From an optimization exercise on the open Yosys and OpenROAD flow, aimed at small area and a short achievable clock period; shortcuts taken in it are not production practice. Where RTL was checked, it was by simulation tests only, not by an equivalence proof against the original. No functional check of the RTL was part of run 1. No driver is modelled on the clock port, so clocking that relies on it looks cheaper here than on a real chip.

==> flow/design.v (outline; a module is shown in full before it is edited, if it fits) <==
// module Vedic: 24 lines
// module mul32: 3480 lines
// module fa1: 4 lines
// module ha1: 4 lines
// module bsel: 3 lines
// module hai1: 4 lines
module Vedic(
  input             clk,
  input             rst,
  input      [31:0] A_5,
  input      [31:0] B_5,
  output reg [63:0] Q_REG
);
  // ...
==> flow/run.sh <==
#!/bin/bash
# synth_recipe.tcl (not shown) runs the flow's synth.tcl, then flattens the netlist and writes it again
# the make line also repeats each setting of config.mk as NAME=value (left out here)
make -C /OpenROAD-flow-scripts/flow DESIGN_CONFIG=/design/flow/config.mk WORK_HOME=/design/flow/orfs CLKGATE_MAP_FILE= SYNTH_SCRIPT=/design/flow/synth_recipe.tcl finish
==> flow/config.mk <==
export PLATFORM = sky130hd
export DESIGN_NAME = Vedic
export DESIGN_NICKNAME = Vedic
export VERILOG_FILES = /design/flow/design.v
export SDC_FILE = /design/flow/constraint.sdc
export NUM_CORES = 4
export LEC_CHECK = 0
export CAP_MARGIN = 20
export CORE_MARGIN = 2
export CORE_UTILIZATION = 40
export SLEW_MARGIN = 20
export SYNTH_HIERARCHICAL = 1
export SYNTH_MINIMUM_KEEP_SIZE = 0
==> flow/constraint.sdc <==
create_clock -name core_clock -period 14.0 [get_ports {clk}]
set_input_delay 2.8000 -clock core_clock [delete_from_list [all_inputs] [get_ports {clk}]]
set_output_delay 2.8000 -clock core_clock [all_outputs]
set_load 0.01 [all_outputs]
==> impl_metrics.yaml, run 1 <==
floorplan:
  core_area_um2: 68710
  floorplan.io_pins: 130
  num_rows: 96
  start_util: 0.4045
run:
  maximum_capacitance_violations: 0
cells_and_area:
  seqAreaFraction: 0.1023
  layout.cells.most_common_list: "sky130_fd_sc_hd__xnor2_1, sky130_fd_sc_hd__a22oi_2, sky130_fd_sc_hd__fa_1, sky130_fd_sc_hd__clkdlybuf4s50_1, sky130_fd_sc_hd__ha_1"
  drive_gt1_frac: 0.2882
  nMultiInputCombCells: 2033
logic_synthesis:
  synth_top_cell_area_share: 0.3494
  number_of_flops_mapped_to_enable_cells_by_yosys: 0
  sequential_to_total_area_share_from_yosys_stat: 0.1153
  synth.area.mux_share: 0.0007203
  synthSimpleGateAreaFrac: 0.04020
  synth_area_um2: 27790
critical_path:
  worst_endpoint_data_arrival_time_ps: 8990
  critPathTopFamily: "adder cells"
  worstSetupStartpoint: "B_5_reg[3]"
clock_tree:
  clock_tree.buffer_depth: 2
  hold_buffers: 0
  cts.sink_count: 128
  ctsRootBufferMaster: "sky130_fd_sc_hd__clkbuf_16"
place:
  placed_standard_cell_area_um2: 31310
  numPlacedInstances: 3331
global_routing:
  grt_first_pass_wirelength_um: 145900
  global_routing_usage_on_met1: 0.3439
  grt_start_max_net_pins: 72
sta:
  final_sum_of_negative_setup_slack_ps: 0
detailed_routing:
  drc: 0
  route.met2.wl_um: 47330
run_status:
  status: "timing/DRC/antenna clean"
==> run 2, diff against run 1 <==
--- a/flow/design.v
+++ b/flow/design.v
@@ -1762,272 +1762,128 @@
 wire G2752;
 wire P2753;
 wire G2754;
 wire P2755;
 wire G2756;
 wire P2757;
 wire G2758;
 wire G2759;
-wire G2760;
-wire P2761;
-wire G2762;
-wire P2763;
-wire G2764;
-wire P2765;
-wire G2766;
-wire P2767;
-wire G2768;
-wire P2769;
-wire G2770;
-wire P2771;
-wire G2772;
-wire P2773;
-wire G2774;
-wire P2775;
-wire G2776;
-wire P2777;
-wire G2778;
-wire P2779;
-wire G2780;
-wire P2781;
-wire G2782;
-wire P2783;
-wire G2784;
-wire P2785;
-wire G2786;
-wire P2787;
-wire G2788;
-wire P2789;
+wire P2760;
+wire G2761;
+wire P2762;
+wire G2763;
+wire P2764;
+wire G2765;
+wire P2766;
+wire G2767;
+wire P2768;
+wire G2769;
+wire P2770;
+wire G2771;
+wire P2772;
+wire G2773;
+wire P2774;
+wire G2775;
+wire P2776;
+wire G2777;
+wire P2778;
+wire G2779;
+wire P2780;
+wire G2781;
+wire P2782;
+wire G2783;
+wire P2784;
+wire G2785;
+wire P2786;
+wire G2787;
+wire P2788;
+wire G2789;
 wire G2790;
 wire P2791;
 wire G2792;
 wire P2793;
 wire G2794;
 wire P2795;
 wire G2796;
 wire P2797;
 wire G2798;
 wire P2799;
 wire G2800;
 wire P2801;
 wire G2802;
 wire P2803;
 wire G2804;
-wire P2805;
-wire G2806;
-wire P2807;
-wire G2808;
-wire P2809;
-wire G2810;
-wire P2811;
+wire G2805;
+wire P2806;
+wire G2807;
+wire P2808;
+wire G2809;
+wire P2810;
+wire G2811;
 wire G2812;
 wire P2813;
 wire G2814;
-wire P2815;
+wire G2815;
 wire G2816;
-wire P2817;
+wire G2817;
 wire G2818;
-wire P2819;
+wire G2819;
 wire G2820;
 wire G2821;
 wire G2822;
 wire G2823;
 wire G2824;
-wire P2825;
+wire G2825;
 wire G2826;
-wire P2827;
+wire G2827;
 wire G2828;
-wire P2829;
+wire G2829;
 wire G2830;
-wire P2831;
+wire G2831;
 wire G2832;
-wire P2833;
+wire G2833;
 wire G2834;
-wire P2835;
+wire G2835;
 wire G2836;
-wire P2837;
+wire G2837;
 wire G2838;
-wire P2839;
+wire G2839;
 wire G2840;
-wire P2841;
+wire G2841;
 wire G2842;
-wire P2843;
+wire G2843;
 wire G2844;
-wire P2845;
+wire G2845;
 wire G2846;
-wire P2847;
+wire G2847;
 wire G2848;
-wire P2849;
+wire G2849;
 wire G2850;
-wire P2851;
+wire G2851;
 wire G2852;
-wire P2853;
+wire G2853;
 wire G2854;
-wire P2855;
+wire G2855;
 wire G2856;
-wire P2857;
+wire G2857;
 wire G2858;
-wire P2859;
+wire G2859;
 wire G2860;
-wire P2861;
+wire G2861;
 wire G2862;
-wire P2863;
+wire G2863;
 wire G2864;
-wire P2865;
+wire G2865;
 wire G2866;
-wire P2867;
+wire G2867;
 wire G2868;
-wire P2869;
+wire G2869;
 wire G2870;
-wire P2871;
-wire G2872;
-wire P2873;
-wire G2874;
-wire P2875;
-wire G2876;
-wire P2877;
-wire G2878;
-wire P2879;
-wire G2880;
-wire G2881;
-wire G2882;
-wire G2883;
-wire G2884;
-wire G2885;
-wire G2886;
-wire G2887;
-wire G2888;
-wire P2889;
-wire G2890;
-wire P2891;
-wire G2892;
-wire P2893;
-wire G2894;
-wire P2895;
-wire G2896;
-wire P2897;
-wire G2898;
-wire P2899;
-wire G2900;
-wire P2901;
-wire G2902;
-wire P2903;
-wire G2904;
-wire P2905;
-wire G2906;
-wire P2907;
-wire G2908;
-wire P2909;
-wire G2910;
-wire P2911;
-wire G2912;
-wire P2913;
-wire G2914;
-wire P2915;
-wire G2916;
-wire P2917;
-wire G2918;
-wire P2919;
-wire G2920;
-wire P2921;
-wire G2922;
-wire P2923;
-wire G2924;
-wire P2925;
-wire G2926;
-wire P2927;
-wire G2928;
-wire P2929;
-wire G2930;
-wire P2931;
-wire G2932;
-wire P2933;
-wire G2934;
-wire P2935;
-wire G2936;
-wire G2937;
-wire G2938;
-wire G2939;
-wire G2940;
-wire G2941;
-wire G2942;
-wire G2943;
-wire G2944;
-wire G2945;
-wire G2946;
-wire G2947;
-wire G2948;
-wire G2949;
-wire G2950;
-wire G2951;
-wire G2952;
-wire P2953;
-wire G2954;
-wire P2955;
-wire G2956;
-wire P2957;
-wire G2958;
-wire P2959;
-wire G2960;
-wire P2961;
-wire G2962;
-wire P2963;
-wire G2964;
-wire P2965;
-wire G2966;
-wire P2967;
-wire G2968;
-wire P2969;
-wire G2970;
-wire P2971;
-wire G2972;
-wire P2973;
-wire G2974;
-wire P2975;
-wire G2976;
-wire P2977;
-wire G2978;
-wire P2979;
-wire G2980;
-wire P2981;
-wire G2982;
-wire P2983;
-wire G2984;
-wire G2985;
-wire G2986;
-wire G2987;
-wire G2988;
-wire G2989;
-wire G2990;
-wire G2991;
-wire G2992;
-wire G2993;
-wire G2994;
-wire G2995;
-wire G2996;
-wire G2997;
-wire G2998;
-wire G2999;
-wire G3000;
-wire G3001;
-wire G3002;
-wire G3003;
-wire G3004;
-wire G3005;
-wire G3006;
-wire G3007;
-wire G3008;
-wire G3009;
-wire G3010;
-wire G3011;
-wire G3012;
-wire G3013;
-wire G3014;
-wire G3015;
+wire G2871;
 assign one1 = b[0] ^ 1'b0;
 assign two2 = (b[1] & ~b[0] & ~1'b0) | (~b[1] & b[0] & 1'b0);
 assign neg3 = b[1];
 assign bp4 = ((one1 & a[0])) ^ neg3;
 bsel u6 (.one(one1), .two(two2), .neg(neg3), .x1(a[1]), .x0(a[0]), .p(bp5));
 bsel u8 (.one(one1), .two(two2), .neg(neg3), .x1(a[2]), .x0(a[1]), .p(bp7));
 bsel u10 (.one(one1), .two(two2), .neg(neg3), .x1(a[3]), .x0(a[2]), .p(bp9));
 bsel u12 (.one(one1), .two(two2), .neg(neg3), .x1(a[4]), .x0(a[3]), .p(bp11));
@@ -3237,283 +3093,160 @@
 assign G2750 = g[57] | (pr[57] & g[56]);
 assign P2751 = pr[57] & pr[56];
 assign G2752 = g[59] | (pr[59] & g[58]);
 assign P2753 = pr[59] & pr[58];
 assign G2754 = g[61] | (pr[61] & g[60]);
 assign P2755 = pr[61] & pr[60];
 assign G2756 = g[63] | (pr[63] & g[62]);
 assign P2757 = pr[63] & pr[62];
-assign G2758 = g[2] | (pr[2] & G2695);
-assign G2759 = G2696 | (P2697 & G2695);
-assign G2760 = g[6] | (pr[6] & G2698);
-assign P2761 = pr[6] & P2699;
-assign G2762 = G2700 | (P2701 & G2698);
-assign P2763 = P2701 & P2699;
-assign G2764 = g[10] | (pr[10] & G2702);
-assign P2765 = pr[10] & P2703;
-assign G2766 = G2704 | (P2705 & G2702);
-assign P2767 = P2705 & P2703;
-assign G2768 = g[14] | (pr[14] & G2706);
-assign P2769 = pr[14] & P2707;
-assign G2770 = G2708 | (P2709 & G2706);
-assign P2771 = P2709 & P2707;
-assign G2772 = g[18] | (pr[18] & G2710);
-assign P2773 = pr[18] & P2711;
-assign G2774 = G2712 | (P2713 & G2710);
-assign P2775 = P2713 & P2711;
-assign G2776 = g[22] | (pr[22] & G2714);
-assign P2777 = pr[22] & P2715;
-assign G2778 = G2716 | (P2717 & G2714);
-assign P2779 = P2717 & P2715;
-assign G2780 = g[26] | (pr[26] & G2718);
-assign P2781 = pr[26] & P2719;
-assign G2782 = G2720 | (P2721 & G2718);
-assign P2783 = P2721 & P2719;
-assign G2784 = g[30] | (pr[30] & G2722);
-assign P2785 = pr[30] & P2723;
-assign G2786 = G2724 | (P2725 & G2722);
-assign P2787 = P2725 & P2723;
-assign G2788 = g[34] | (pr[34] & G2726);
-assign P2789 = pr[34] & P2727;
-assign G2790 = G2728 | (P2729 & G2726);
-assign P2791 = P2729 & P2727;
-assign G2792 = g[38] | (pr[38] & G2730);
-assign P2793 = pr[38] & P2731;
-assign G2794 = G2732 | (P2733 & G2730);
-assign P2795 = P2733 & P2731;
-assign G2796 = g[42] | (pr[42] & G2734);
-assign P2797 = pr[42] & P2735;
-assign G2798 = G2736 | (P2737 & G2734);
-assign P2799 = P2737 & P2735;
-assign G2800 = g[46] | (pr[46] & G2738);
-assign P2801 = pr[46] & P2739;
-assign G2802 = G2740 | (P2741 & G2738);
-assign P2803 = P2741 & P2739;
-assign G2804 = g[50] | (pr[50] & G2742);
-assign P2805 = pr[50] & P2743;
-assign G2806 = G2744 | (P2745 & G2742);
-assign P2807 = P2745 & P2743;
-assign G2808 = g[54] | (pr[54] & G2746);
-assign P2809 = pr[54] & P2747;
-assign G2810 = G2748 | (P2749 & G2746);
-assign P2811 = P2749 & P2747;
-assign G2812 = g[58] | (pr[58] & G2750);
-assign P2813 = pr[58] & P2751;
-assign G2814 = G2752 | (P2753 & G2750);
-assign P2815 = P2753 & P2751;
-assign G2816 = g[62] | (pr[62] & G2754);
-assign P2817 = pr[62] & P2755;
-assign G2818 = G2756 | (P2757 & G2754);
-assign P2819 = P2757 & P2755;
-assign G2820 = g[4] | (pr[4] & G2759);
-assign G2821 = G2698 | (P2699 & G2759);
-assign G2822 = G2760 | (P2761 & G2759);
-assign G2823 = G2762 | (P2763 & G2759);
-assign G2824 = g[12] | (pr[12] & G2766);
-assign P2825 = pr[12] & P2767;
-assign G2826 = G2706 | (P2707 & G2766);
-assign P2827 = P2707 & P2767;
-assign G2828 = G2768 | (P2769 & G2766);
-assign P2829 = P2769 & P2767;
-assign G2830 = G2770 | (P2771 & G2766);
-assign P2831 = P2771 & P2767;
-assign G2832 = g[20] | (pr[20] & G2774);
-assign P2833 = pr[20] & P2775;
-assign G2834 = G2714 | (P2715 & G2774);
-assign P2835 = P2715 & P2775;
-assign G2836 = G2776 | (P2777 & G2774);
-assign P2837 = P2777 & P2775;
-assign G2838 = G2778 | (P2779 & G2774);
-assign P2839 = P2779 & P2775;
-assign G2840 = g[28] | (pr[28] & G2782);
-assign P2841 = pr[28] & P2783;
-assign G2842 = G2722 | (P2723 & G2782);
-assign P2843 = P2723 & P2783;
-assign G2844 = G2784 | (P2785 & G2782);
-assign P2845 = P2785 & P2783;
-assign G2846 = G2786 | (P2787 & G2782);
-assign P2847 = P2787 & P2783;
-assign G2848 = g[36] | (pr[36] & G2790);
-assign P2849 = pr[36] & P2791;
-assign G2850 = G2730 | (P2731 & G2790);
-assign P2851 = P2731 & P2791;
-assign G2852 = G2792 | (P2793 & G2790);
-assign P2853 = P2793 & P2791;
-assign G2854 = G2794 | (P2795 & G2790);
-assign P2855 = P2795 & P2791;
-assign G2856 = g[44] | (pr[44] & G2798);
-assign P2857 = pr[44] & P2799;
-assign G2858 = G2738 | (P2739 & G2798);
-assign P2859 = P2739 & P2799;
-assign G2860 = G2800 | (P2801 & G2798);
-assign P2861 = P2801 & P2799;
-assign G2862 = G2802 | (P2803 & G2798);
-assign P2863 = P2803 & P2799;
-assign G2864 = g[52] | (pr[52] & G2806);
-assign P2865 = pr[52] & P2807;
-assign G2866 = G2746 | (P2747 & G2806);
-assign P2867 = P2747 & P2807;
-assign G2868 = G2808 | (P2809 & G2806);
-assign P2869 = P2809 & P2807;
-assign G2870 = G2810 | (P2811 & G2806);
-assign P2871 = P2811 & P2807;
-assign G2872 = g[60] | (pr[60] & G2814);
-assign P2873 = pr[60] & P2815;
-assign G2874 = G2754 | (P2755 & G2814);
-assign P2875 = P2755 & P2815;
-assign G2876 = G2816 | (P2817 & G2814);
-assign P2877 = P2817 & P2815;
-assign G2878 = G2818 | (P2819 & G2814);
-assign P2879 = P2819 & P2815;
-assign G2880 = g[8] | (pr[8] & G2823);
-assign G2881 = G2702 | (P2703 & G2823);
-assign G2882 = G2764 | (P2765 & G2823);
-assign G2883 = G2766 | (P2767 & G2823);
-assign G2884 = G2824 | (P2825 & G2823);
-assign G2885 = G2826 | (P2827 & G2823);
-assign G2886 = G2828 | (P2829 & G2823);
-assign G2887 = G2830 | (P2831 & G2823);
-assign G2888 = g[24] | (pr[24] & G2838);
-assign P2889 = pr[24] & P2839;
-assign G2890 = G2718 | (P2719 & G2838);
-assign P2891 = P2719 & P2839;
-assign G2892 = G2780 | (P2781 & G2838);
-assign P2893 = P2781 & P2839;
-assign G2894 = G2782 | (P2783 & G2838);
-assign P2895 = P2783 & P2839;
-assign G2896 = G2840 | (P2841 & G2838);
-assign P2897 = P2841 & P2839;
-assign G2898 = G2842 | (P2843 & G2838);
-assign P2899 = P2843 & P2839;
-assign G2900 = G2844 | (P2845 & G2838);
-assign P2901 = P2845 & P2839;
-assign G2902 = G2846 | (P2847 & G2838);
-assign P2903 = P2847 & P2839;
-assign G2904 = g[40] | (pr[40] & G2854);
-assign P2905 = pr[40] & P2855;
-assign G2906 = G2734 | (P2735 & G2854);
-assign P2907 = P2735 & P2855;
-assign G2908 = G2796 | (P2797 & G2854);
-assign P2909 = P2797 & P2855;
-assign G2910 = G2798 | (P2799 & G2854);
-assign P2911 = P2799 & P2855;
-assign G2912 = G2856 | (P2857 & G2854);
-assign P2913 = P2857 & P2855;
-assign G2914 = G2858 | (P2859 & G2854);
-assign P2915 = P2859 & P2855;
-assign G2916 = G2860 | (P2861 & G2854);
-assign P2917 = P2861 & P2855;
-assign G2918 = G2862 | (P2863 & G2854);
-assign P2919 = P2863 & P2855;
-assign G2920 = g[56] | (pr[56] & G2870);
-assign P2921 = pr[56] & P2871;
-assign G2922 = G2750 | (P2751 & G2870);
-assign P2923 = P2751 & P2871;
-assign G2924 = G2812 | (P2813 & G2870);
-assign P2925 = P2813 & P2871;
-assign G2926 = G2814 | (P2815 & G2870);
-assign P2927 = P2815 & P2871;
-assign G2928 = G2872 | (P2873 & G2870);
-assign P2929 = P2873 & P2871;
-assign G2930 = G2874 | (P2875 & G2870);
-assign P2931 = P2875 & P2871;
-assign G2932 = G2876 | (P2877 & G2870);
-assign P2933 = P2877 & P2871;
-assign G2934 = G2878 | (P2879 & G2870);
-assign P2935 = P2879 & P2871;
-assign G2936 = g[16] | (pr[16] & G2887);
-assign G2937 = G2710 | (P2711 & G2887);
-assign G2938 = G2772 | (P2773 & G2887);
-assign G2939 = G2774 | (P2775 & G2887);
-assign G2940 = G2832 | (P2833 & G2887);
-assign G2941 = G2834 | (P2835 & G2887);
-assign G2942 = G2836 | (P2837 & G2887);
-assign G2943 = G2838 | (P2839 & G2887);
-assign G2944 = G2888 | (P2889 & G2887);
-assign G2945 = G2890 | (P2891 & G2887);
-assign G2946 = G2892 | (P2893 & G2887);
-assign G2947 = G2894 | (P2895 & G2887);
-assign G2948 = G2896 | (P2897 & G2887);
-assign G2949 = G2898 | (P2899 & G2887);
-assign G2950 = G2900 | (P2901 & G2887);
-assign G2951 = G2902 | (P2903 & G2887);
-assign G2952 = g[48] | (pr[48] & G2918);
-assign P2953 = pr[48] & P2919;
-assign G2954 = G2742 | (P2743 & G2918);
-assign P2955 = P2743 & P2919;
-assign G2956 = G2804 | (P2805 & G2918);
-assign P2957 = P2805 & P2919;
-assign G2958 = G2806 | (P2807 & G2918);
-assign P2959 = P2807 & P2919;
-assign G2960 = G2864 | (P2865 & G2918);
-assign P2961 = P2865 & P2919;
-assign G2962 = G2866 | (P2867 & G2918);
-assign P2963 = P2867 & P2919;
-assign G2964 = G2868 | (P2869 & G2918);
-assign P2965 = P2869 & P2919;
-assign G2966 = G2870 | (P2871 & G2918);
-assign P2967 = P2871 & P2919;
-assign G2968 = G2920 | (P2921 & G2918);
-assign P2969 = P2921 & P2919;
-assign G2970 = G2922 | (P2923 & G2918);
-assign P2971 = P2923 & P2919;
-assign G2972 = G2924 | (P2925 & G2918);
-assign P2973 = P2925 & P2919;
-assign G2974 = G2926 | (P2927 & G2918);
-assign P2975 = P2927 & P2919;
-assign G2976 = G2928 | (P2929 & G2918);
-assign P2977 = P2929 & P2919;
-assign G2978 = G2930 | (P2931 & G2918);
-assign P2979 = P2931 & P2919;
-assign G2980 = G2932 | (P2933 & G2918);
-assign P2981 = P2933 & P2919;
-assign G2982 = G2934 | (P2935 & G2918);
-assign P2983 = P2935 & P2919;
-assign G2984 = g[32] | (pr[32] & G2951);
-assign G2985 = G2726 | (P2727 & G2951);
-assign G2986 = G2788 | (P2789 & G2951);
-assign G2987 = G2790 | (P2791 & G2951);
-assign G2988 = G2848 | (P2849 & G2951);
-assign G2989 = G2850 | (P2851 & G2951);
-assign G2990 = G2852 | (P2853 & G2951);
-assign G2991 = G2854 | (P2855 & G2951);
-assign G2992 = G2904 | (P2905 & G2951);
-assign G2993 = G2906 | (P2907 & G2951);
-assign G2994 = G2908 | (P2909 & G2951);
-assign G2995 = G2910 | (P2911 & G2951);
-assign G2996 = G2912 | (P2913 & G2951);
-assign G2997 = G2914 | (P2915 & G2951);
-assign G2998 = G2916 | (P2917 & G2951);
-assign G2999 = G2918 | (P2919 & G2951);
-assign G3000 = G2952 | (P2953 & G2951);
-assign G3001 = G2954 | (P2955 & G2951);
-assign G3002 = G2956 | (P2957 & G2951);
-assign G3003 = G2958 | (P2959 & G2951);
-assign G3004 = G2960 | (P2961 & G2951);
-assign G3005 = G2962 | (P2963 & G2951);
-assign G3006 = G2964 | (P2965 & G2951);
-assign G3007 = G2966 | (P2967 & G2951);
-assign G3008 = G2968 | (P2969 & G2951);
-assign G3009 = G2970 | (P2971 & G2951);
-assign G3010 = G2972 | (P2973 & G2951);
-assign G3011 = G2974 | (P2975 & G2951);
-assign G3012 = G2976 | (P2977 & G2951);
-assign G3013 = G2978 | (P2979 & G2951);
-assign G3014 = G2980 | (P2981 & G2951);
-assign G3015 = G2982 | (P2983 & G2951);
-assign Q = {(pr[63] ^ G3014), (pr[62] ^ G3013), (pr[61] ^ G3012), (pr[60] ^ G3011), (pr[59] ^ G3010), (pr[58] ^ G3009), (pr[57] ^ G3008), (pr[56] ^ G3007), (pr[55] ^ G3006), (pr[54] ^ G3005), (pr[53] ^ G3004), (pr[52] ^ G3003), (pr[51] ^ G3002), (pr[50] ^ G3001), (pr[49] ^ G3000), (pr[48] ^ G2999), (pr[47] ^ G2998), (pr[46] ^ G2997), (pr[45] ^ G2996), (pr[44] ^ G2995), (pr[43] ^ G2994), (pr[42] ^ G2993), (pr[41] ^ G2992), (pr[40] ^ G2991), (pr[39] ^ G2990), (pr[38] ^ G2989), (pr[37] ^ G2988), (pr[36] ^ G2987), (pr[35] ^ G2986), (pr[34] ^ G2985), (pr[33] ^ G2984), (pr[32] ^ G2951), (pr[31] ^ G2950), (pr[30] ^ G2949), (pr[29] ^ G2948), (pr[28] ^ G2947), (pr[27] ^ G2946), (pr[26] ^ G2945), (pr[25] ^ G2944), (pr[24] ^ G2943), (pr[23] ^ G2942), (pr[22] ^ G2941), (pr[21] ^ G2940), (pr[20] ^ G2939), (pr[19] ^ G2938), (pr[18] ^ G2937), (pr[17] ^ G2936), (pr[16] ^ G2887), (pr[15] ^ G2886), (pr[14] ^ G2885), (pr[13] ^ G2884), (pr[12] ^ G2883), (pr[11] ^ G2882), (pr[10] ^ G2881), (pr[9] ^ G2880), (pr[8] ^ G2823), (pr[7] ^ G2822), (pr[6] ^ G2821), (pr[5] ^ G2820), (pr[4] ^ G2759), (pr[3] ^ G2758), (pr[2] ^ G2695), (pr[1] ^ g[0]), pr[0]};
+assign G2758 = G2696 | (P2697 & G2695);
+assign G2759 = G2700 | (P2701 & G2698);
+assign P2760 = P2701 & P2699;
+assign G2761 = G2704 | (P2705 & G2702);
+assign P2762 = P2705 & P2703;
+assign G2763 = G2708 | (P2709 & G2706);
+assign P2764 = P2709 & P2707;
+assign G2765 = G2712 | (P2713 & G2710);
+assign P2766 = P2713 & P2711;
+assign G2767 = G2716 | (P2717 & G2714);
+assign P2768 = P2717 & P2715;
+assign G2769 = G2720 | (P2721 & G2718);
+assign P2770 = P2721 & P2719;
+assign G2771 = G2724 | (P2725 & G2722);
+assign P2772 = P2725 & P2723;
+assign G2773 = G2728 | (P2729 & G2726);
+assign P2774 = P2729 & P2727;
+assign G2775 = G2732 | (P2733 & G2730);
+assign P2776 = P2733 & P2731;
+assign G2777 = G2736 | (P2737 & G2734);
+assign P2778 = P2737 & P2735;
+assign G2779 = G2740 | (P2741 & G2738);
+assign P2780 = P2741 & P2739;
+assign G2781 = G2744 | (P2745 & G2742);
+assign P2782 = P2745 & P2743;
+assign G2783 = G2748 | (P2749 & G2746);
+assign P2784 = P2749 & P2747;
+assign G2785 = G2752 | (P2753 & G2750);
+assign P2786 = P2753 & P2751;
+assign G2787 = G2756 | (P2757 & G2754);
+assign P2788 = P2757 & P2755;
+assign G2789 = G2759 | (P2760 & G2758);
+assign G2790 = G2763 | (P2764 & G2761);
+assign P2791 = P2764 & P2762;
+assign G2792 = G2767 | (P2768 & G2765);
+assign P2793 = P2768 & P2766;
+assign G2794 = G2771 | (P2772 & G2769);
+assign P2795 = P2772 & P2770;
+assign G2796 = G2775 | (P2776 & G2773);
+assign P2797 = P2776 & P2774;
+assign G2798 = G2779 | (P2780 & G2777);
+assign P2799 = P2780 & P2778;
+assign G2800 = G2783 | (P2784 & G2781);
+assign P2801 = P2784 & P2782;
+assign G2802 = G2787 | (P2788 & G2785);
+assign P2803 = P2788 & P2786;
+assign G2804 = G2790 | (P2791 & G2789);
+assign G2805 = G2794 | (P2795 & G2792);
+assign P2806 = P2795 & P2793;
+assign G2807 = G2798 | (P2799 & G2796);
+assign P2808 = P2799 & P2797;
+assign G2809 = G2802 | (P2803 & G2800);
+assign P2810 = P2803 & P2801;
+assign G2811 = G2805 | (P2806 & G2804);
+assign G2812 = G2809 | (P2810 & G2807);
+assign P2813 = P2810 & P2808;
+assign G2814 = G2812 | (P2813 & G2811);
+assign G2815 = G2807 | (P2808 & G2811);
+assign G2816 = G2792 | (P2793 & G2804);
+assign G2817 = G2796 | (P2797 & G2811);
+assign G2818 = G2800 | (P2801 & G2815);
+assign G2819 = G2761 | (P2762 & G2789);
+assign G2820 = G2765 | (P2766 & G2804);
+assign G2821 = G2769 | (P2770 & G2816);
+assign G2822 = G2773 | (P2774 & G2811);
+assign G2823 = G2777 | (P2778 & G2817);
+assign G2824 = G2781 | (P2782 & G2815);
+assign G2825 = G2785 | (P2786 & G2818);
+assign G2826 = G2698 | (P2699 & G2758);
+assign G2827 = G2702 | (P2703 & G2789);
+assign G2828 = G2706 | (P2707 & G2819);
+assign G2829 = G2710 | (P2711 & G2804);
+assign G2830 = G2714 | (P2715 & G2820);
+assign G2831 = G2718 | (P2719 & G2816);
+assign G2832 = G2722 | (P2723 & G2821);
+assign G2833 = G2726 | (P2727 & G2811);
+assign G2834 = G2730 | (P2731 & G2822);
+assign G2835 = G2734 | (P2735 & G2817);
+assign G2836 = G2738 | (P2739 & G2823);
+assign G2837 = G2742 | (P2743 & G2815);
+assign G2838 = G2746 | (P2747 & G2824);
+assign G2839 = G2750 | (P2751 & G2818);
+assign G2840 = G2754 | (P2755 & G2825);
+assign G2841 = g[2] | (pr[2] & G2695);
+assign G2842 = g[4] | (pr[4] & G2758);
+assign G2843 = g[6] | (pr[6] & G2826);
+assign G2844 = g[8] | (pr[8] & G2789);
+assign G2845 = g[10] | (pr[10] & G2827);
+assign G2846 = g[12] | (pr[12] & G2819);
+assign G2847 = g[14] | (pr[14] & G2828);
+assign G2848 = g[16] | (pr[16] & G2804);
+assign G2849 = g[18] | (pr[18] & G2829);
+assign G2850 = g[20] | (pr[20] & G2820);
+assign G2851 = g[22] | (pr[22] & G2830);
+assign G2852 = g[24] | (pr[24] & G2816);
+assign G2853 = g[26] | (pr[26] & G2831);
+assign G2854 = g[28] | (pr[28] & G2821);
+assign G2855 = g[30] | (pr[30] & G2832);
+assign G2856 = g[32] | (pr[32] & G2811);
+assign G2857 = g[34] | (pr[34] & G2833);
+assign G2858 = g[36] | (pr[36] & G2822);
+assign G2859 = g[38] | (pr[38] & G2834);
+assign G2860 = g[40] | (pr[40] & G2817);
+assign G2861 = g[42] | (pr[42] & G2835);
+assign G2862 = g[44] | (pr[44] & G2823);
+assign G2863 = g[46] | (pr[46] & G2836);
+assign G2864 = g[48] | (pr[48] & G2815);
+assign G2865 = g[50] | (pr[50] & G2837);
+assign G2866 = g[52] | (pr[52] & G2824);
+assign G2867 = g[54] | (pr[54] & G2838);
+assign G2868 = g[56] | (pr[56] & G2818);
+assign G2869 = g[58] | (pr[58] & G2839);
+assign G2870 = g[60] | (pr[60] & G2825);
+assign G2871 = g[62] | (pr[62] & G2840);
+assign Q = {(pr[63] ^ G2871), (pr[62] ^ G2840), (pr[61] ^ G2870), (pr[60] ^ G2825), (pr[59] ^ G2869), (pr[58] ^ G2839), (pr[57] ^ G2868), (pr[56] ^ G2818), (pr[55] ^ G2867), (pr[54] ^ G2838), (pr[53] ^ G2866), (pr[52] ^ G2824), (pr[51] ^ G2865), (pr[50] ^ G2837), (pr[49] ^ G2864), (pr[48] ^ G2815), (pr[47] ^ G2863), (pr[46] ^ G2836), (pr[45] ^ G2862), (pr[44] ^ G2823), (pr[43] ^ G2861), (pr[42] ^ G2835), (pr[41] ^ G2860), (pr[40] ^ G2817), (pr[39] ^ G2859), (pr[38] ^ G2834), (pr[37] ^ G2858), (pr[36] ^ G2822), (pr[35] ^ G2857), (pr[34] ^ G2833), (pr[33] ^ G2856), (pr[32] ^ G2811), (pr[31] ^ G2855), (pr[30] ^ G2832), (pr[29] ^ G2854), (pr[28] ^ G2821), (pr[27] ^ G2853), (pr[26] ^ G2831), (pr[25] ^ G2852), (pr[24] ^ G2816), (pr[23] ^ G2851), (pr[22] ^ G2830), (pr[21] ^ G2850), (pr[20] ^ G2820), (pr[19] ^ G2849), (pr[18] ^ G2829), (pr[17] ^ G2848), (pr[16] ^ G2804), (pr[15] ^ G2847), (pr[14] ^ G2828), (pr[13] ^ G2846), (pr[12] ^ G2819), (pr[11] ^ G2845), (pr[10] ^ G2827), (pr[9] ^ G2844), (pr[8] ^ G2789), (pr[7] ^ G2843), (pr[6] ^ G2826), (pr[5] ^ G2842), (pr[4] ^ G2758), (pr[3] ^ G2841), (pr[2] ^ G2695), (pr[1] ^ g[0]), pr[0]};
 endmodule
 module fa1(input a, input b, input ci, output s, output co);
 assign s = a ^ b ^ ci;
 assign co = (a & b) | (a & ci) | (b & ci);
 endmodule
 module ha1(input a, input b, output s, output co);
 assign s = a ^ b;
 assign co = a & b;
 endmodule
+module pc_aoi21(input a1, input a2, input b1, output y);
+assign y = ~((a1 & a2) | b1);
+endmodule
+module pc_oai21(input a1, input a2, input b1, output y);
+assign y = ~((a1 | a2) & b1);
+endmodule
+module pc_nand2(input a, input b, output y);
+assign y = ~(a & b);
+endmodule
+module pc_nor2(input a, input b, output y);
+assign y = ~(a | b);
+endmodule
+module pc_inv(input a, output y);
+assign y = ~a;
+endmodule
+module pc_xor2(input a, input b, output y);
+assign y = a ^ b;
+endmodule
+module pc_xnor2(input a, input b, output y);
+assign y = ~(a ^ b);
+endmodule
 module bsel(input one, input two, input neg, input x1, input x0, output p);
 assign p = ((one & x1) | (two & x0)) ^ neg;
 endmodule
 module hai1(input a, input b, output s, output co);
 assign s = ~(a ^ b);
 assign co = a | b;
 endmodule
==> flow/flow/run.sh (new file) <==
#!/bin/bash
# The standard layout (standard.sh, unchanged synthesis) with three changes:
#  - the port buffers are buf_1 (ORFS picks a larger delay buffer by default);
#  - after floorplan, ABC's buffers are removed and every combinational cell
#    is set to its smallest size (flow/downsize.tcl);
#  - the resizer's setup repair aims at 7.5 ns of slack on the 14 ns clock,
#    working on the worst paths (TNS_END_PERCENT=0), so it sizes up only
#    the cells that the critical paths need.
# The make output goes to make_finish.log; each ORFS step keeps its own log
# under orfs/logs.
set -euo pipefail
HERE=$(pwd)
bash standard.sh \
  "BUFFER_PORTS_ARGS=-buffer_cell sky130_fd_sc_hd__buf_1" \
  REMOVE_ABC_BUFFERS=1 \
  POST_FLOORPLAN_TCL=$HERE/flow/downsize.tcl \
  SETUP_SLACK_MARGIN=7.5 TNS_END_PERCENT=0 \
  finish > make_finish.log 2>&1
==> flow/flow/downsize.tcl (new file) <==
# Set every combinational cell to the smallest-area cell of the same function
# (same footprint family, e.g. a22oi_2 -> a22oi_1); the timing repair that
# follows sizes up only what the clock period needs.  Registers, clock cells,
# tie cells, tap cells and port buffers are left alone.
set ds_count 0
set ds_saved 0.0
foreach inst [get_cells *] {
  set ref [get_full_name [get_lib_cells -of_objects $inst]]
  set cell [get_property [get_lib_cells -of_objects $inst] name]
  if { ![regexp {^(sky130_fd_sc_hd__)([a-z0-9]+)_([0-9]+)$} $cell -> pre base drive] } { continue }
  if { [regexp {^(df|dl|sdf|edf|clk|conb|tap|fill|decap|diode|buf$|probe|lpflow)} $base] } { continue }
  set name [get_full_name $inst]
  if { [regexp {^(input|output)[0-9]+$} $name] } { continue }
  set best $cell
  set best_area [get_property [get_lib_cells $cell] area]
  foreach d {0 1 2} {
    set cand "${pre}${base}_$d"
    if { $cand eq $cell } { continue }
    set lc [get_lib_cells -quiet $cand]
    if { $lc eq "" } { continue }
    if { [get_property $lc dont_use] } { continue }
    set a [get_property $lc area]
    if { $a < $best_area } { set best $cand; set best_area $a }
  }
  if { $best ne $cell } {
    set ds_saved [expr { $ds_saved + [get_property [get_lib_cells $cell] area] - $best_area }]
    replace_cell $name $best
    incr ds_count
  }
}
puts "downsize: $ds_count cells set to their smallest size, [format %.1f $ds_saved] um2 saved"
==> flow/standard.sh (new file) <==
#!/bin/bash
# synth_recipe.tcl (not shown) runs the flow's synth.tcl, then flattens the netlist and writes it again
# the make line also repeats each setting of config.mk as NAME=value (left out here)
make -C /OpenROAD-flow-scripts/flow DESIGN_CONFIG=/design/flow/config.mk WORK_HOME=/design/flow/orfs CLKGATE_MAP_FILE= SYNTH_SCRIPT=/design/flow/synth_recipe.tcl "${@:-finish}"
removed: flow/run.sh
==> impl_metrics.yaml, run 2 <==
run_status:
  status: "timing/DRC/antenna clean"
cells_and_area:
  fin_util: 0.4618
  antenna-diode-count: 0
  most_common_cell_after_layout_fill_and_taps_aside: "sky130_fd_sc_hd__xnor2_1"
  layout.cells.most_common_list: "sky130_fd_sc_hd__xnor2_1, sky130_fd_sc_hd__a22oi_1, sky130_fd_sc_hd__fa_1, sky130_fd_sc_hd__buf_1, sky130_fd_sc_hd__buf_4"
  drive_gt1_frac: 0.1737
  largest_register_ffs: 64
  instances_no_fill: 3452
  final_nets: 3191
  syn_to_final_growth_pct: 14.18
critical_path:
  crit_path_top_delay_cell: "sky130_fd_sc_hd__fa_2"
  critPathCaptureType: "flip-flop"
  worst_path_most_repeated_cell: "sky130_fd_sc_hd__fa_1"
  cp_max_fo: 13
  worst_endpoint_data_arrival_time_ps: 7250
  critical_path.startpoint_type: "flip-flop"
  max_stage_delay_ps: 660
  critPathTopFamily: "adder cells"
  cp_num_buf_inv: 2
  timing.critical_path.cells: "nand2b_1, o21ai_4, buf_12, a22oi_1, xnor2_1, fa_1, fa_1, fa_1, fa_2, fa_1, fa_2, ha_4, a21oi_1, o21ai_0, nor2_1, nand2_2, o21ai_4, o21ai_4, buf_4, a21o_1, a21o_1, fa_1, xor2_1"
  critical_path_type: "reg2reg"
  cp_data_required_time_ps: 14380
floorplan:
  core_area_um2: 68590
  die_w_um: 267.3
  floorplan.io_pins: 130
  die_area_um2: 71470
  start_util: 0.4044
  floorplan.die.height_um: 267.3
  num_rows: 96
logic_synthesis:
  synth_top_cell_by_area: "sky130_fd_sc_hd__fa_1"
  synth_area_um2: 27740
  synth_top_cells_by_area: "sky130_fd_sc_hd__fa_1, sky130_fd_sc_hd__a22oi_2, sky130_fd_sc_hd__xnor2_1"
  synth_top_cell_area_share: 0.3688
  yosys-top-cells-count: "sky130_fd_sc_hd__xnor2_1, sky130_fd_sc_hd__fa_1, sky130_fd_sc_hd__a22oi_2"
  synthesis.area_per_instance_um2: 12.88
  syn_inst: 2153
  synth.yosys.warnings: 7
  postSynthRegisterBits: 128
  yosys.cell_count.top_type: "sky130_fd_sc_hd__xnor2_1"
  dominantRegCellSynth: "sky130_fd_sc_hd__dfrtp_1"
  sequential_to_total_area_share_from_yosys_stat: 0.1155
  yosysUniqueCellTypes: 37
  number_of_flops_mapped_to_enable_cells_by_yosys: 0
  synth-async-reset-ratio: 1.000
clock_tree:
  ctsRootBufferMaster: "sky130_fd_sc_hd__clkbuf_16"
  cts_inserted_buffers: 17
  clock_tree.buffer_depth: 2
  tritoncts_clock_tree: "built"
  clk_transition_reported_paths_ps: 80
  cts.htree.levels: 4
  clk_latency_ps: 510
  cts.sink_count: 128
global_routing:
  remaining_overflow_grt: 0
  grt_antenna_before_repair: 0
  globalRouteMet2Util: 0.4508
  grt_util_met3: 0.1011
  grt_first_pass_wirelength_um: 154200
  busiest_grt_layer: "met2"
  first_global_vias: 24250
  grt_start_max_net_pins: 53
  global_routing_usage_on_met1: 0.3603
  grt_use_total: 0.2950
place:
  numPlacedInstances: 3277
  port_buffers: 129
  hpwlAfterDp_um: 57490
  place_congestion: 0.9125
sta:
  final_sum_of_negative_setup_slack_ps: 0
  min_clock_period_post_route_ps: 6870
  max-slew-margin-rel: 0.2299
  finalSetupViolCount: 0
  hold_viol_final: 0
  rsz_0062_raised_after_global_routing: "yes"
  final.setup_skew_ps: 27.06
  timing.final.max_slew_violations: 0
  fmaxAchievable_mhz: 145.6
  tightestPinTransition_ps: 1155
  finalCritPeriodShare: 0.4907
  hold_worst_slack_ps: 986.8
worst_hold_path:
  hold_path_class: "reg2reg"
detailed_routing:
  final_antenna_net_count: 0
  drc: 0
  post_drt_via_cell_ratio: 6.444
  detail_route.iter0.violations: 2876
  post_drt_wl_per_cell_um: 30.47
  via_count: 22250
  postRouteWirelength_um: 105200
  drt-pass1-iter-count: 7
run:
  maximum_capacitance_violations: 0
-- run 2: timing repair --
item	in CTS	in global routing
endpoints found under the setup margin	43	38
gates cloned	35	8
hold buffers	0	0
buffers inserted	78	22
pin swaps	59	51
resized for setup	226	73
-- run 2: logic make-up (layout without fill, tap and decap cells) --
family | after synthesis | count (layout) | synth area share
DFF | 128 | 128 | 0.1155
adders and majority gates | 617 | 617 | 0.4166
and+or+nand+nor | 147 | 147 | 0.02806
other | 1 | 14 | 0.0001352
buffers and inverters | 71 | 426 | 0.009607
AOI/OAI and AO/OA | 630 | 630 | 0.2536
xor gates and xnor gates | 559 | 559 | 0.1765
-- run 2: cell type report --
class / count / area (um^2)
inverters: 48 / 225.2
well taps: 931 / 1165
clock buffers: 17 / 425.4
clock inverters: 15 / 150.1
multi-input cells: 1967 / 22660
repair buffers: 346 / 3802
flip-flops and latches: 128 / 3246
fillers: 6114 / 36910
-- run 2: worst reg2reg max path, cell delays in order, from the launching register on --
cell and delay (ps):
sky130_fd_sc_hd__dfrtp_2 490, sky130_fd_sc_hd__nand2b_1 210, sky130_fd_sc_hd__o21ai_4 200, sky130_fd_sc_hd__buf_12 170
sky130_fd_sc_hd__a22oi_1 90, sky130_fd_sc_hd__xnor2_1 270, sky130_fd_sc_hd__fa_1 490, sky130_fd_sc_hd__fa_1 560
sky130_fd_sc_hd__fa_1 460, sky130_fd_sc_hd__fa_2 370, sky130_fd_sc_hd__fa_1 490, sky130_fd_sc_hd__fa_2 660
sky130_fd_sc_hd__ha_4 230, sky130_fd_sc_hd__a21oi_1 130, sky130_fd_sc_hd__o21ai_0 130, sky130_fd_sc_hd__nor2_1 150
sky130_fd_sc_hd__nand2_2 140, sky130_fd_sc_hd__o21ai_4 260, sky130_fd_sc_hd__o21ai_4 140, sky130_fd_sc_hd__buf_4 160
sky130_fd_sc_hd__a21o_1 180, sky130_fd_sc_hd__a21o_1 190, sky130_fd_sc_hd__fa_1 370, sky130_fd_sc_hd__xor2_1 170
-- run 2: path summary, 6_finish.rpt --
| kind | startpoint | end | slack (ps) | cells past startpoint |
|---|---|---|---|---|
| max reg2reg | B_5_reg[6] | Q_REG[47] | 7130 | 23 |
| max in group asynchronous | rst | B_5_reg[10] | 9930 | 3 |
| min in group asynchronous | rst | B_5_reg[11] | 2330 | 1 |
| min reg2reg | B_5_reg[0] | Q_REG[0] | 990 | 4 |
| max | B_5_reg[6] | Q_REG[47] | 7130 | 23 |
| min | B_5_reg[0] | Q_REG[0] | 990 | 4 |
-- run 2: per-layer routing --
metal | part of all wire | up-vias
met5 | 0 | -
met3 | 0.14 | 565
met1 | 0.35 | 11310
met4 | 0.074 | 0
li1 | - | 8438
met2 | 0.44 | 1930
-- run 2: per-module statistics from Yosys, one instance, submodules excluded --
module | copies in the design | cell area [um^2] | cells inside | flip-flops and latches
mul32 | 1 | 3826 | 509 | 0
Vedic | 1 | 3203 | 128 | 128
bsel | 496 | 21.27 | 2 | 0
fa1 | 480 | 20.02 | 1 | 0
ha1 | 44 | 12.51 | 1 | 0
-- run 2: through the flow --
step	setup WS, ps	cell area [um^2]
global route	6990	31670
global placement	5271	27590
detailed placement	5195	27590
floorplan	4209	27700
finish	7130	31670
CTS	7286	30980
==> run 3, diff against run 2 <==
==> flow/flow/run.sh (replaced) <==
#!/bin/bash
set -euo pipefail
HERE=$(pwd)
export SKEW_CELLS="dlygate4sd3_1 dlygate4sd3_1 clkdlybuf4s25_1"
bash standard.sh \
  "BUFFER_PORTS_ARGS=-buffer_cell sky130_fd_sc_hd__buf_1" \
  REMOVE_ABC_BUFFERS=1 \
  POST_FLOORPLAN_TCL=$HERE/flow/downsize.tcl \
  POST_CTS_TCL=$HERE/flow/skew.tcl \
  SETUP_SLACK_MARGIN=8.7 TNS_END_PERCENT=0 HOLD_SLACK_MARGIN=0.15 \
  finish > make_finish.log 2>&1
==> flow/flow/skew.tcl (new file) <==
set skew_cells [expr { [info exists ::env(SKEW_CELLS)] ? $::env(SKEW_CELLS) : "dlygate4sd3_1 dlygate4sd3_1 clkdlybuf4s25_1" }]
set skew_n [llength $skew_cells]
set skew_buf sky130_fd_sc_hd__clkbuf_4
set block [ord::get_db_block]
set groups [dict create]
foreach inst [$block getInsts] {
  if { ![string match "Q_REG*" [$inst getName]] } { continue }
  set it [$inst findITerm CLK]
  set net [$it getNet]
  dict lappend groups [$net getName] $inst
}
set k 0
dict for {netname insts} $groups {
  # centroid of the group
  set sx 0; set sy 0
  set pins {}
  foreach inst $insts {
    set bb [$inst getBBox]
    set sx [expr { $sx + ([$bb xMin] + [$bb xMax]) / 2 }]
    set sy [expr { $sy + ([$bb yMin] + [$bb yMax]) / 2 }]
    lappend pins [get_pins -of_objects [get_cells [$inst getName]] -filter "name == CLK"]
  }
  set n [llength $insts]
  set dbu [$block getDbUnitsPerMicron]
  set cx [expr { double($sx) / $n / $dbu }]
  set cy [expr { double($sy) / $n / $dbu }]
  set b [insert_buffer -buffer_cell $skew_buf -net [get_nets $netname] -load_pins $pins \
           -location [list $cx $cy] -buffer_name skewbuf_$k -net_name skewnet_${k}_0]
  set load [get_pins [get_full_name $b]/A]
  for {set i 1} {$i <= $skew_n} {incr i} {
    set d [insert_buffer -buffer_cell sky130_fd_sc_hd__[lindex $skew_cells [expr { $i - 1 }]] -net [get_nets $netname] -load_pins $load \
             -location [list $cx $cy] -buffer_name skewdly_${k}_$i -net_name skewnet_${k}_$i]
    set load [get_pins [get_full_name $d]/A]
  }
  incr k
}
puts "skew: delayed the clock of [dict size $groups] Q_REG groups by $skew_cells"
foreach net [$block getNets] {
  if { [string match "skewnet_*" [$net getName]] } { $net setSigType CLOCK }
}
detailed_placement
estimate_parasitics -placement
==> impl_metrics.yaml, run 3 <==
place:
  numPlacedInstances: 3277
  place_congestion: 0.9125
  hpwlAfterDp_um: 57490
  pre_cts_slack_ps: 5195
  port_buffers: 129
critical_path:
  worstReg2RegEnd: "Q_REG[63]"
  reg2reg_from: "B_5_reg[11]"
  setup.reg_to_reg.worst_slack_ps: 8570
  cp_max_fo: 10
  critical_path_type: "reg2reg"
  timing.reg2reg.worst_path_depth: 24
  critical_path.startpoint_type: "flip-flop"
  critPathCaptureType: "flip-flop"
  worst_endpoint_data_arrival_time_ps: 7250
  cp_data_required_time_ps: 15820
cells_and_area:
  register_area_um2: 3243
  instances_no_fill: 3538
  antenna-diode-count: 0
  fill_cells: 6100
  drive_gt1_frac: 0.1542
  final_nets: 3277
  multi_input_area_um2: 22510
  most_common_cell_after_layout_fill_and_taps_aside: "sky130_fd_sc_hd__xnor2_1"
  layout.cells.most_common_list: "sky130_fd_sc_hd__xnor2_1, sky130_fd_sc_hd__a22oi_1, sky130_fd_sc_hd__fa_1, sky130_fd_sc_hd__buf_1, sky130_fd_sc_hd__buf_4"
  syn_to_final_growth_pct: 16.22
  largest_register_ffs: 64
logic_synthesis:
  synth_top_cell_area_share: 0.3688
  synthesis.area_per_instance_um2: 12.88
  synth-async-reset-ratio: 1.000
  postSynthRegisterBits: 128
  sequential_to_total_area_share_from_yosys_stat: 0.1155
  number_of_flops_mapped_to_enable_cells_by_yosys: 0
  synth_top_cells_by_area: "sky130_fd_sc_hd__fa_1, sky130_fd_sc_hd__a22oi_2, sky130_fd_sc_hd__xnor2_1"
  syn_inst: 2153
  yosysUniqueCellTypes: 37
  synth_area_um2: 27740
  synth.yosys.warnings: 7
  synth_top_cell_by_area: "sky130_fd_sc_hd__fa_1"
  dominantRegCellSynth: "sky130_fd_sc_hd__dfrtp_1"
  yosys.cell_count.top_type: "sky130_fd_sc_hd__xnor2_1"
  yosys-top-cells-count: "sky130_fd_sc_hd__xnor2_1, sky130_fd_sc_hd__fa_1, sky130_fd_sc_hd__a22oi_2"
sta:
  final.setup_skew_ps: 1548
  min_clock_period_post_route_ps: 5430
  finalSetupViolCount: 0
  fmaxAchievable_mhz: 184.2
  tightestPinTransition_ps: 1149
  hold_viol_final: 0
  timing.final.max_slew_violations: 0
  final.setup.worst_slack_ps: 8570
  finalCritPeriodShare: 0.3879
  max-slew-margin-rel: 0.2339
  rsz_0062_raised_after_global_routing: "yes"
  final_sum_of_negative_setup_slack_ps: 0
clock_tree:
  tritoncts_clock_tree: "built"
  clk_transition_reported_paths_ps: 70
  clk_latency_ps: 2030
  cts.sink_count: 128
run_status:
  status: "timing/DRC/antenna clean"
detailed_routing:
  final_antenna_net_count: 0
  via_count: 22650
  detail_route.iter0.violations: 3274
  postRouteWirelength_um: 106000
  post_drt_wl_per_cell_um: 29.96
  post_drt_via_cell_ratio: 6.402
  drt-pass1-iter-count: 8
  drc: 0
global_routing:
  grt_first_pass_wirelength_um: 155800
  globalRouteMet2Util: 0.4536
  first_global_vias: 24770
  global_routing_usage_on_met1: 0.3613
  remaining_overflow_grt: 0
  busiest_grt_layer: "met2"
  grt_antenna_before_repair: 0
  grt_util_met3: 0.1057
  grt_use_total: 0.2980
  grt_start_max_net_pins: 53
worst_hold_path:
  holdPathEnd: "Q_REG[54]"
  timing.hold.worst.start: "B_5_reg[22]"
  holdPathStages: 6
  hold_path_class: "reg2reg"
floorplan:
  start_util: 0.4044
  die_area_um2: 71470
  floorplan.io_pins: 130
  floorplan.die.height_um: 267.3
  num_rows: 96
  core_area_um2: 68590
  die_w_um: 267.3
run:
  maximum_capacitance_violations: 0
## run 3: cell counts after synthesis
Identical to the previous run, type by type.
## run 3: area by class of cell, without the clock buffers
type,instances,area share
Inverter,48,0.006753
Clock inverter,15,0.004657
Multi-Input combinational cell,1967,0.6981
Timing Repair Buffer,368,0.1219
Tap cell,931,0.03613
Sequential cell,128,0.1006
## run 3: logic make-up (layout without fill, tap and decap cells)
group / count (synthesis) / in the layout / synth area share
xor+xnor: 559 / 559 / 0.1765
simple gates: 147 / 147 / 0.02806
fa+ha+maj: 617 / 617 / 0.4166
other cells: 1 / 14 / 0.0001352
flops: 128 / 128 / 0.1155
compound gates: 630 / 630 / 0.2536
buf+inv: 71 / 512 / 0.009607
## run 3: through the flow
stage	hold slack [ps]	util	area [um^2]
3_3_place_gp	976.4	0.4022	27590
6_report	121.2	0.4701	32240
3_5_place_dp	962.9	0.4022	27590
2_1_floorplan	999.9	-	27700
5_1_grt	158.0	0.4701	32240
## run 3: worst max path at each step
stage	start	endpoint	slack, ps	depth (start not counted)
2_1_floorplan	B_5_reg[5]	Q_REG[63]	4210	21
3_3_place_gp	B_5_reg[7]	Q_REG[54]	5270	22
3_5_place_dp	B_5_reg[7]	Q_REG[54]	5190	22
5_1_grt	B_5_reg[3]	Q_REG[43]	8490	23
6_report	B_5_reg[11]	Q_REG[63]	8570	24
## run 3: worst max-delay path, stage by stage (launching register included)
cell                       delay, ps
sky130_fd_sc_hd__dfrtp_2         430
sky130_fd_sc_hd__buf_12          140
sky130_fd_sc_hd__buf_16          150
sky130_fd_sc_hd__xor2_4          200
sky130_fd_sc_hd__buf_12          190
sky130_fd_sc_hd__buf_6           190
sky130_fd_sc_hd__a22oi_2         120
sky130_fd_sc_hd__xnor2_2         210
sky130_fd_sc_hd__fa_2            410
sky130_fd_sc_hd__fa_1            450
sky130_fd_sc_hd__fa_2            550
sky130_fd_sc_hd__fa_2            450
sky130_fd_sc_hd__fa_2            570
sky130_fd_sc_hd__fa_2            470
sky130_fd_sc_hd__ha_4            260
sky130_fd_sc_hd__a21oi_4         180
sky130_fd_sc_hd__o21ai_1         110
sky130_fd_sc_hd__a22oi_2         250
sky130_fd_sc_hd__a21oi_4         120
sky130_fd_sc_hd__nor4bb_2        320
sky130_fd_sc_hd__a21oi_2         120
sky130_fd_sc_hd__a21boi_2        190
sky130_fd_sc_hd__o21ai_1         110
sky130_fd_sc_hd__fa_1            390
sky130_fd_sc_hd__xnor2_1         130
## run 3: per-layer routing
metal | vias to the layer above | wire (um)
met3 | 529 | 14500
met1 | 11500 | 37500
met4 | 0 | 6945
met2 | 2014 | 47050
li1 | 8610 | -
met5 | - | 0
## run 3: modules after synthesis, one instance, submodules excluded
module	area, um^2	copies in the design	cells inside
fa1	20.02	480	1
ha1	12.51	44	1
Vedic	3203	1	128
bsel	21.27	496	2
mul32	3826	1	509
==> run 4, diff against run 3 <==
==> flow/flow/run.sh (replaced) <==
#!/bin/bash
# The standard layout (standard.sh, unchanged synthesis) with these changes:
#  - the port buffers are buf_1 (ORFS picks a larger delay buffer by default);
#  - after floorplan, ABC's buffers are removed and every combinational cell
#    is set to its smallest size (flow/downsize.tcl);
#  - CTS's setup repair runs after that skew (in flow/skew.tcl), and it and
#    the later repairs aim at 8.6 ns of setup slack on the 14 ns clock,
#    working on the worst paths (TNS_END_PERCENT=0), so they size up only
#    the cells that the critical paths need; the hold repair fixes the short
#    paths into Q_REG that the skew leaves too fast, with 0.15 ns to spare.
# The make output goes to make_finish.log; each ORFS step keeps its own log
# under orfs/logs.
set -euo pipefail
HERE=$(pwd)
export SKEW_CELLS="dlygate4sd3_1 dlygate4sd3_1 clkdlybuf4s25_1"
bash standard.sh \
  "BUFFER_PORTS_ARGS=-buffer_cell sky130_fd_sc_hd__buf_1" \
  REMOVE_ABC_BUFFERS=1 \
  POST_FLOORPLAN_TCL=$HERE/flow/downsize.tcl \
  POST_CTS_TCL=$HERE/flow/skew.tcl \
  SETUP_SLACK_MARGIN=8.6 TNS_END_PERCENT=0 HOLD_SLACK_MARGIN=0.15 SKIP_CTS_REPAIR_TIMING=1 \
  finish > make_finish.log 2>&1
--- a/flow/flow/skew.tcl
+++ b/flow/flow/skew.tcl
@@ -40,3 +40,13 @@
 }
 detailed_placement
 estimate_parasitics -placement
+
+# With SKIP_CTS_REPAIR_TIMING set, the setup repair that CTS would have run
+# before this hook runs here instead, after the skew, so that it sees the
+# clock the layout will have.
+if { [info exists ::env(SKIP_CTS_REPAIR_TIMING)] && $::env(SKIP_CTS_REPAIR_TIMING) } {
+  repair_timing_helper -setup
+  detailed_placement
+  check_placement -verbose
+  estimate_parasitics -placement
+}
==> impl_metrics.yaml, run 4 <==
critical_path:
  critPathCaptureType: "flip-flop"
  cp_data_required_time_ps: 15820
  max_stage_delay_ps: 540
  worst_endpoint_data_arrival_time_ps: 7260
  critical_path_type: "reg2reg"
  critical_path.startpoint_type: "flip-flop"
  worst_path_most_repeated_cell: "sky130_fd_sc_hd__fa_1"
  cp_max_fo: 12
  timing.reg2reg.worst_path_depth: 25
  crit_path_top_delay_cell: "sky130_fd_sc_hd__a221oi_2"
floorplan:
  floorplan.io_pins: 130
  die_w_um: 267.3
  start_util: 0.4044
  core_area_um2: 68590
  die_area_um2: 71470
  floorplan.die.height_um: 267.3
  num_rows: 96
detailed_routing:
  postRouteWirelength_um: 100900
  final_antenna_net_count: 0
  drc: 0
  post_drt_wl_per_cell_um: 29.01
  drt-pass1-iter-count: 8
  detail_route.iter0.violations: 2630
  post_drt_via_cell_ratio: 6.295
  via_count: 21900
place:
  place_congestion: 0.9125
  port_buffers: 129
  hpwlAfterDp_um: 57490
  placed_standard_cell_area_um2: 27590
run_status:
  status: "timing/DRC/antenna clean"
clock_tree:
  tritoncts_clock_tree: "built"
  clk_latency_ps: 2020
  clk_transition_reported_paths_ps: 70
  cts.sink_count: 128
global_routing:
  grt_use_total: 0.2789
  remaining_overflow_grt: 0
  grt_first_pass_wirelength_um: 147100
  grt_start_max_net_pins: 53
  first_global_vias: 23910
  grt_antenna_before_repair: 1
cells_and_area:
  largest_register_ffs: 64
  layout.cells.most_common_list: "sky130_fd_sc_hd__xnor2_1, sky130_fd_sc_hd__fa_1, sky130_fd_sc_hd__a22oi_1, sky130_fd_sc_hd__buf_1"
  fin_area_um2: 31020
  drive_gt1_frac: 0.1178
  antenna-diode-count: 0
  final_nets: 3217
  most_common_cell_after_layout_fill_and_taps_aside: "sky130_fd_sc_hd__xnor2_1"
  syn_to_final_growth_pct: 11.82
sta:
  finalCritPeriodShare: 0.3889
  hold_viol_final: 0
  hold_worst_slack_ps: 118.0
  final_sum_of_negative_setup_slack_ps: 0
  min_clock_period_post_route_ps: 5444
  timing.final.max_slew_violations: 0
  final.setup_skew_ps: 1549
  finalSetupViolCount: 0
  max-slew-margin-rel: 0.2360
  fmaxAchievable_mhz: 183.7
  rsz_0062_raised_after_global_routing: "yes"
  tightestPinTransition_ps: 1146
worst_hold_path:
  hold_path_class: "reg2reg"
  holdPathStages: 5
logic_synthesis:
  synth.yosys.warnings: 7
  syn_inst: 2153
  dominantRegCellSynth: "sky130_fd_sc_hd__dfrtp_1"
  synth_top_cell_by_area: "sky130_fd_sc_hd__fa_1"
  synth_top_cell_area_share: 0.3688
  synthesis.area_per_instance_um2: 12.88
  yosys-top-cells-count: "sky130_fd_sc_hd__xnor2_1, sky130_fd_sc_hd__fa_1, sky130_fd_sc_hd__a22oi_2"
  postSynthRegisterBits: 128
  synth-async-reset-ratio: 1.000
  yosysUniqueCellTypes: 37
  synth_area_um2: 27740
  number_of_flops_mapped_to_enable_cells_by_yosys: 0
  sequential_to_total_area_share_from_yosys_stat: 0.1155
  synth_top_cells_by_area: "sky130_fd_sc_hd__fa_1, sky130_fd_sc_hd__a22oi_2, sky130_fd_sc_hd__xnor2_1"
  yosys.cell_count.top_type: "sky130_fd_sc_hd__xnor2_1"
run:
  maximum_capacitance_violations: 0
[run 4: cells by family after synthesis]
family / Yosys count / synth area share
xor gates and xnor gates: 559 / 0.1765
DFF: 128 / 0.1155
adders and majority gates: 617 / 0.4166
buffers and inverters: 71 / 0.009607
other: 1 / 0.0001352
AOI/OAI and AO/OA: 630 / 0.2536
and+or+nand+nor: 147 / 0.02806
[run 4: final timing paths]
kind,slack (ps),endpoint,startpoint
min,120,Q_REG[10],B_5_reg[1]
min in group asynchronous,840,Q_REG[30],rst
max reg2reg,8560,Q_REG[61],B_5_reg[11]
max,8560,Q_REG[61],B_5_reg[11]
max in group asynchronous,9910,B_5_reg[21],rst
min reg2reg,120,Q_REG[10],B_5_reg[1]
[run 4: through the flow]
stage / utilization / setup slack, ps / std cells
after floorplan: - / 4209 / 2143
after global placement: 0.4022 / 5271 / 3277
after detailed placement: 0.4022 / 5195 / 3277
after global routing: 0.4523 / 8478 / 3478
final: 0.4523 / 8556 / 3478
[run 4: Yosys stat by module, one instance, submodules excluded]
module	flip-flops and latches	times used	area, um^2
ha1	0	44	12.51
Vedic	128	1	3203
bsel	0	496	21.27
fa1	0	480	20.02
mul32	0	1	3826
[run 4: final cells by class, without the clock buffers]
cell class / count / area, um^2
sequential: 128 / 3239
timing repair buffer: 308 / 2914
clock inverter: 15 / 150.1
tap: 931 / 1165
fill: 6222 / 37570
multi-input combinational: 1967 / 22310
inverter: 48 / 217.7
[run 4: metal layers]
layer	GRT usage	wire length, um	vias up
met2	0.4336	45390	1679
met3	0.08257	12580	436
li1	-	-	8489
met5	0	68	-
met4	0.1527	5812	4
met1	0.3484	37050	11290
[run 4: critical path, delay by kind of cell, from the launching register on]
family                     cells  cell delay, ps
DFF                            1             430
AOI/OAI and AO/OA              8            1670
adders and majority gates      7            2870
xor gates and xnor gates       2             520
buffers and inverters          6             940
and+or+nand+nor                2             330

[re-timing with driven ports]
How much do the figures lean on ideal ports? The routed layouts below were timed once more, with nothing changed but the port constraints. Step 1 sets driving cells, clkbuf_16 on the clock port and buf_2 on the other inputs (assumed; they add their load-dependent delay and slew). Step 2, shift: input delay + t, output delay - t, t = (earliest + latest rising clock arrival at the registers) / 2. This alone moves slack from input paths to output paths. Slacks: ideal ports / drivers / drivers and shift; pairs: ideal ports / drivers.
run	shift t [ns]	slack for setup (ns)	hold WS [ns]	latest minus earliest clock arrival (ns)
run 1	0.583	5.418 / 5.418 / 5.418	1.036 / 1.036 / 1.036	0.028 / 0.028
run 2	0.554	7.130 / 7.130 / 7.130	0.987 / 0.987 / 0.987	0.027 / 0.027
run 3	1.315	8.570 / 8.535 / 8.570	0.121 / 0.121 / 0.121	1.548 / 1.548
run 4	1.310	8.556 / 8.521 / 8.556	0.118 / 0.118 / 0.118	1.548 / 1.549
In run 3 and run 4 the clock reaches the registers at very different times; t lies between them, and the last value is a rough guide only.
